Context: an optimization exercise on an open-source flow, tuned for small area. The choices shown serve that exercise and are no tape-out recipe.
The RTL was checked by simulation tests, not by an equivalence proof against the original design.
Power is estimated from default activity; no workload was simulated.

== oak ==
// pst_brain_v2
module pst_brain_v2 (
    input  wire        clk,
    input  wire        rst_n,
    input  wire [7:0]  cur0, cur1, cur2, cur3,
    output wire [7:0]  phase0, phase1, phase2, phase3,
    output wire [2:0]  winner,
    output wire [7:0]  winner_score,
    output wire [7:0]  winner_rel,
    output wire [7:0]  w_ab, w_ac, w_ad, w_bc, w_bd, w_cd,
    output wire [7:0]  seq_slot_A, seq_slot_B,
    output wire        seq_force_valid,
    output wire [7:0]  seq_force_pred,
    output wire [7:0]  pred_out,
    output wire [7:0]  pred_err,
    output wire        reward_out,
    output wire [2:0]  gamma_cnt,
    output wire        theta_tick,
    output wire        episode_last,
    output wire [2:0]  ep_winner,
    output wire [3:0]  ep_strength,
    output wire        ep_valid,
    output wire        exploit_mode,
    output wire        explore_mode,
    output wire [1:0]  confidence_level,
    output wire [2:0]  theta_cnt,
    output wire        delta_tick,
    output wire [2:0]  topic_winner,
    output wire [2:0]  topic_strength,
    output wire        topic_valid,
    output wire        err_explore
);
export LEC_CHECK = 0
export ABC_AREA = 1
export CAP_MARGIN = 20
export CORE_MARGIN = 2
export CORE_UTILIZATION = 35
export SLEW_MARGIN = 20
create_clock -name core_clock -period 40.0 [get_ports {clk}]
standard.sh (not shown) runs the stock make flow with config.mk's settings and CLKGATE_MAP_FILE= SYNTH_SCRIPT=/design/flow/synth_recipe.tcl, a recipe that flattens the netlist after the stock synthesis.
==> flow/flow/run.sh <==
#!/bin/bash
# Own layout flow: the standard layout (standard.sh, unchanged synthesis),
# with two layout choices changed:
#  - the port buffers that buffer_ports inserts use the smallest buffer cell
#  - the clock tree is built from clkbuf_8 clusters without dummy loads
# Each tool's output is kept in a log file in the work folder.
set -euo pipefail
export BUFFER_PORTS_ARGS="-buffer_cell sky130_fd_sc_hd__buf_1"
export CTS_ARGS="-sink_clustering_enable -repair_clock_nets -sink_clustering_size 16 -sink_clustering_max_diameter 70 -buf_list sky130_fd_sc_hd__clkbuf_8 -dont_use_dummy_load"
bash standard.sh synth > synth.log 2>&1
bash standard.sh > layout.log 2>&1
Having completed the whole flow, oak delivered a layout that passed the timing, design-rule and antenna checks.
The following lists how pine was set up differently from oak:
--- a/flow/design.v
+++ b/flow/design.v
@@ -180,23 +180,24 @@
     reg  [2:0] ehc;
     reg  [1:0] conf;
     reg  [2:0] epw;
     reg  [3:0] eps;
     reg  [2:0] tw, ts;
     wire epv = |eps;
     wire tv  = |ts;
     wire err_forced = (ehc >= 3'd5);
     wire in_mm      = ~(stab >= 4'd10) & mm20_r;
     wire explore    = err_forced | in_mm | (epv & (eps <= 4'd5) & (conf <= 2'd2));
     wire ctx_gate   = fvalid | explore | mm40_r;
-    reg  [7:0] bs, wa;
+    reg  [7:0] bs, brel;
+    reg        a20, a40;
     reg  [2:0] bi;
     wire       sact  = (&gph[7:4]) & ~(gph[2] & gph[1]);
     wire       spass = gph[3];
     wire [2:0] si    = sact ? gph[2:0] : cs ? winner_r : bi;
     wire       sfirst = (gph[2:0] == 3'd0);
     reg [7:0] spa, spb;
     reg       sfa, sfb;
     reg [5:0] sw;
     always @(*) begin
         case (si)
             3'd0:    begin spa = sp[7:0];   sfa = sf[0]; spb = sp[15:8];  sfb = sf[1]; sw = w[7:2];   end
@@ -205,84 +206,78 @@
             3'd3:    begin spa = sp[15:8];  sfa = sf[1]; spb = sp[23:16]; sfb = sf[2]; sw = w[31:26]; end
             3'd4:    begin spa = sp[15:8];  sfa = sf[1]; spb = sp[31:24]; sfb = sf[3]; sw = w[39:34]; end
             default: begin spa = sp[23:16]; sfa = sf[2]; spb = sp[31:24]; sfb = sf[3]; sw = w[47:42]; end
         endcase
     end
     wire [8:0] sdiff = addc(spa, ~spb, 1'b1);
     wire [7:0] srel  = (sfa & sfb) ? crel(sdiff[7:0]) : 8'd0;
     wire       sb2   = ~explore & epv & (epw == si);
     wire       sb1   = ~explore & tv  & (tw  == si);
     wire [8:0] ssum1 = addc({1'b0, srel[7:1]}, {2'b0, (ctx_gate ? 6'd0 : sw)}, 1'b0);
     wire [8:0] sscore = addc(ssum1[7:0], {5'b0, sb2, sb1, 1'b0}, 1'b0);
+    wire [8:0] wad   = addc(srel, ~brel, 1'b1);
+    wire       d20   = gt8(wad[7:0], 8'd20);
+    wire       d40   = gt8(wad[7:0], 8'd40);
+    wire       mm20  = gt8(brel, 8'd235) ? (wad[8] | d20) : (wad[8] & d20);
+    wire       mm40  = gt8(brel, 8'd215) ? (wad[8] | d40) : (wad[8] & d40);
     wire       sne   = (gph[2:0] != bi);
     wire [2:0] vc = gph[2:0];
     reg  [3:0] emv;
     reg  [2:0] emi, tmi, tmv;
     always @(posedge clk) begin
         if (sact & ~spass) begin
             if (sfirst | gt8(sscore[7:0], bs)) begin
                 bs <= sscore[7:0];
                 bi <= si;
             end
         end
+        if (gph == 8'd246) brel <= srel;
         if (sact & spass) begin
-            if (sne & (sfirst | gt8(srel, wa))) wa <= srel;
-            else if (sfirst)                    wa <= 8'd0;
+            a20 <= (~sfirst & a20) | (sne & mm20);
+            a40 <= (~sfirst & a40) | (sne & mm40);
         end
     end
     wire       ewin  = (gph[7:6] == 2'b10) & ~(gph[5] & gph[4]);
     wire       twin  = (gph[7:6] == 2'b11) & ~(gph[5] & gph[4]);
     wire [2:0] ec    = gph[5:3];
     wire       vlast = (gph[2:0] == 3'd7);
     wire       vtail = twin ? (tws[11:9] == ec) : (ews[20:18] == ec);
     reg  [2:0] ecnt;
     wire [8:0] etot  = addc({5'b0, ecnt}, 8'd0, twin ? (epw == ec) : (winner_r == ec));
     always @(posedge clk) begin
         if (gph[2:0] == 3'd0)                     ecnt <= {2'b0, vtail};
         else if (ewin ? ~vlast : ~gph[2])         ecnt <= ecnt + {2'b0, vtail};
         if (ewin & vlast & ((ec == 3'd0) | gt8({4'b0, etot[3:0]}, {4'b0, emv}))) begin
             emv <= etot[3:0];
             emi <= ec;
         end
         if (twin & vlast & ((ec == 3'd0) | gt8({5'b0, etot[2:0]}, {5'b0, tmv}))) begin
             tmv <= etot[2:0];
             tmi <= ec;
         end
     end
-    wire [8:0] wad    = addc(wa, ~srel, 1'b1);
-    wire       d20    = gt8(wad[7:0], 8'd20);
-    wire       d40    = gt8(wad[7:0], 8'd40);
-    wire       mm20   = gt8(srel, 8'd235) ? (wad[8] | d20) : (wad[8] & d20);
-    wire       mm40   = gt8(srel, 8'd215) ? (wad[8] | d40) : (wad[8] & d40);
-    reg  [7:0] brel;
-    reg        bm20, bm40;
-    always @(posedge clk) begin
-        brel <= srel;
-        bm20 <= mm20;
-        bm40 <= mm40;
-    end
     always @(posedge clk or negedge rst_n) begin
         if (!rst_n) begin
             winner_r <= 3'd0;
             wscore_r <= 8'd0;
             wrel_r   <= 8'd0;
             mm20_r   <= 1'b0;
             mm40_r   <= 1'b0;
             eq_r     <= 1'b1;
             stab     <= 4'd0;
         end else if (cs) begin
             winner_r <= bi;
             wscore_r <= bs;
             wrel_r   <= brel;
-            mm20_r   <= bm20;
-            mm40_r   <= bm40;
+            mm20_r   <= a20;
+            mm40_r   <= a40;
             eq_r     <= (bi == winner_r);
             if (eq_r) stab <= (stab >= 4'd10) ? 4'd10 : stab + 4'd1;
             else      stab <= 4'd0;
         end
     end
     assign winner       = winner_r;
     assign winner_score = wscore_r;
     assign winner_rel   = wrel_r;
     reg [7:0] act;
     always @(*) begin
         case (winner_r)
--- outcome ---
Portion of total power attributed to sequential cells: oak and pine compared, higher one is pine
pine leaves more setup margin than oak.
Row share of the cycle needed by the critical path after routing: pine lower / oak higher
Instance count on the critical path in pine is 5.5% lower than in oak
pine does better than oak on minimum clock period after layout.
First-iteration DRC count: pine < oak
Re final area: pine is 0.71% down on oak.
[compare] base=oak new=pine: placer's final routability congestion estimate went up by 0.015; maximum frequency shows an increase of 1.7%.
Any difference in synthesized cell count between pine and oak is small enough to ignore.
Of oak and pine, the run reporting the higher routed wire length on met3 was pine.
Compared oak against pine; relative area of clock buffers and inverters in the final design within noise.
oak and pine ended up with nearly the same share of synthesized cell area in full adder, half adder and majority cells.

* * *

== 07-26 ==
Another version of the RTL of pst_brain_v2 (not shown whole).
Size: ~2,000 cells after synthesis, ~200 I/O pins, roughly 0.019 mm^2 of cells after synthesis.
export LEC_CHECK = 0
export ABC_AREA = 1
export CAP_MARGIN = 20
export CORE_MARGIN = 2
export CORE_UTILIZATION = 35
export SLEW_MARGIN = 20
create_clock -name core_clock -period 40.0 [get_ports {clk}]
Scripts as last shown in full above: flow/flow/run.sh
Changes in 12-20 relative to 07-26:
-- flow/design.v --
<<< 07-26, line 89
        begin
            crel = decr(r ^ {8{~r[7]}}, r[7]);
        end
    endfunction
    function [3:0] pop8;
        input [7:0] b;
        reg sa, ca, sb, cb, sc, cc, cd, se, ce, cf;
        begin
            {ca, sa} = b[0] + b[1] + b[2];
            {cb, sb} = b[3] + b[4] + b[5];
            {cc, sc} = b[6] + b[7] + sa;
            {cd, pop8[0]} = sb + sc;
            {ce, se} = ca + cb + cc;
            {cf, pop8[1]} = se + cd;
            {pop8[3], pop8[2]} = ce + cf;
        end
    endfunction
    function [2:0] pop5;
        input [4:0] b;
        reg sa, ca, cb;
        begin
            {ca, sa} = b[0] + b[1] + b[2];
            {cb, pop5[0]} = b[3] + b[4] + sa;
            {pop5[2], pop5[1]} = ca + cb;
        end
    endfunction
>>> 12-20, line 89
        begin
            crel = decr(r ^ {8{~r[7]}}, r[7]);
        end
    endfunction
<<< 07-26, line 230
    wire       sne   = (gph[2:0] != bi);
    wire [2:0] vc = gph[2:0];
    wire [7:0] em = {winner_r == vc, ews[20:18] == vc, ews[17:15] == vc, ews[14:12] == vc,
                     ews[11:9] == vc, ews[8:6] == vc, ews[5:3] == vc, ews[2:0] == vc};
    wire [4:0] tm = {epw == vc, tws[11:9] == vc, tws[8:6] == vc, tws[5:3] == vc, tws[2:0] == vc};
    wire [3:0] sevp = pop8(em);
    wire [2:0] stvp = pop5(tm);
    reg  [3:0] emv;
    reg  [2:0] emi, tmi, tmv;
>>> 12-20, line 208
    wire       sne   = (gph[2:0] != bi);
    wire [2:0] vc = gph[2:0];
    reg  [3:0] emv;
    reg  [2:0] emi, tmi, tmv;
<<< 07-26, line 243
                bi <= si;
            end
            if (sfirst | gt8({4'b0, sevp}, {4'b0, emv})) begin
                emv <= sevp;
                emi <= gph[2:0];
            end
            if (sfirst | gt8({5'b0, stvp}, {5'b0, tmv})) begin
                tmv <= stvp;
                tmi <= gph[2:0];
            end
        end
        if (sact & spass) begin
            if (sne & (sfirst | gt8(srel, wa))) wa <= srel;
            else if (sfirst)                    wa <= 8'd0;
        end
    end
>>> 12-20, line 216
                bi <= si;
            end
        end
        if (sact & spass) begin
            if (sne & (sfirst | gt8(srel, wa))) wa <= srel;
            else if (sfirst)                    wa <= 8'd0;
        end
    end
    wire       ewin  = (gph[7:6] == 2'b10) & ~(gph[5] & gph[4]);
    wire       twin  = (gph[7:6] == 2'b11) & ~(gph[5] & gph[4]);
    wire [2:0] ec    = gph[5:3];
    wire       vlast = (gph[2:0] == 3'd7);
    wire       vtail = twin ? (tws[11:9] == ec) : (ews[20:18] == ec);
    reg  [2:0] ecnt;
    wire [8:0] etot  = addc({5'b0, ecnt}, 8'd0, twin ? (epw == ec) : (winner_r == ec));
    always @(posedge clk) begin
        if (gph[2:0] == 3'd0)                     ecnt <= {2'b0, vtail};
        else if (ewin ? ~vlast : ~gph[2])         ecnt <= ecnt + {2'b0, vtail};
        if (ewin & vlast & ((ec == 3'd0) | gt8({4'b0, etot[3:0]}, {4'b0, emv}))) begin
            emv <= etot[3:0];
            emi <= ec;
        end
        if (twin & vlast & ((ec == 3'd0) | gt8({5'b0, etot[2:0]}, {5'b0, tmv}))) begin
            tmv <= etot[2:0];
            tmi <= ec;
        end
    end
<<< 07-26, line 428
    assign ep_valid    = epv;
    always @(posedge clk) begin
        if (tht) tws <= {tws[8:0], epw};
    end
    always @(posedge clk or negedge rst_n) begin
>>> 12-20, line 412
    assign ep_valid    = epv;
    always @(posedge clk) begin
        if (tht | twin) tws <= {tws[8:0], (tht ? epw : tws[11:9])};
    end
    always @(posedge clk or negedge rst_n) begin
## What came out
- 12-20 drops more vias than 07-26.
- As far as clock slew at the register clock pins of the worst setup and hold paths is concerned, 12-20 and 07-26 perform about the same.
- Fraction of the cycle the final worst path needs: 07-26 vs 12-20, no meaningful difference
- Sort 07-26 and 12-20 by area of the multi-input gates, descending, and 07-26 comes first.
- Count of mapped cells out of synthesis: 12-20 lower than 07-26
- Having completed the whole flow, 12-20 delivered a layout that passed the timing, design-rule and antenna checks.
- Compare 07-26 and 12-20 | clock network fraction of design power lower: 07-26
- In 12-20, the area growth from synthesis to layout came out 0.23 points above the value in 07-26.
- Compared with 07-26, 12-20 degrades wire length of the first global-routing pass.
- Going from 07-26 to 12-20, proportion of cell area occupied by multi-input gates has decreased, adder-cell area share of the yosys netlist fell 0.32 points, fmax now sits at about the same level.

==> separate check: timing with driven ports <==
How much do the figures lean on ideal ports? The routed layouts below were timed once more, with nothing changed but the port constraints.
Step 1, drivers: a clkbuf_16 drives clk and a buf_2 each remaining input, both assumed.
Step 2 times the ports against the registers' clock, not the clock port: input delays grow and output delays shrink by t, the midpoint of the rising clock arrivals with the driver on.
Three values: ideal ports, drivers, drivers and shift; two values: the first two.
run | t (ns) | setup WS [ns] | hold slack, ns | worst data-port slew with drivers (ns)
oak | 0.673 | 28.681 / 28.681 / 28.503 | 0.325 / 0.325 / 0.325 | 0.07
pine | 0.649 | 28.873 / 28.873 / 28.498 | 0.335 / 0.335 / 0.335 | 0.06
07-26 | 0.661 | 28.721 / 28.721 / 28.708 | 0.351 / 0.351 / 0.351 | 0.06
12-20 | 0.680 | 28.706 / 28.706 / 28.706 | 0.309 / 0.309 / 0.309 | 0.06
After both steps setup and hold are still met in every run listed. For pine, which loses most, drivers alone change the setup slack by 0.000 ns; drivers and shift together by -0.375 ns.
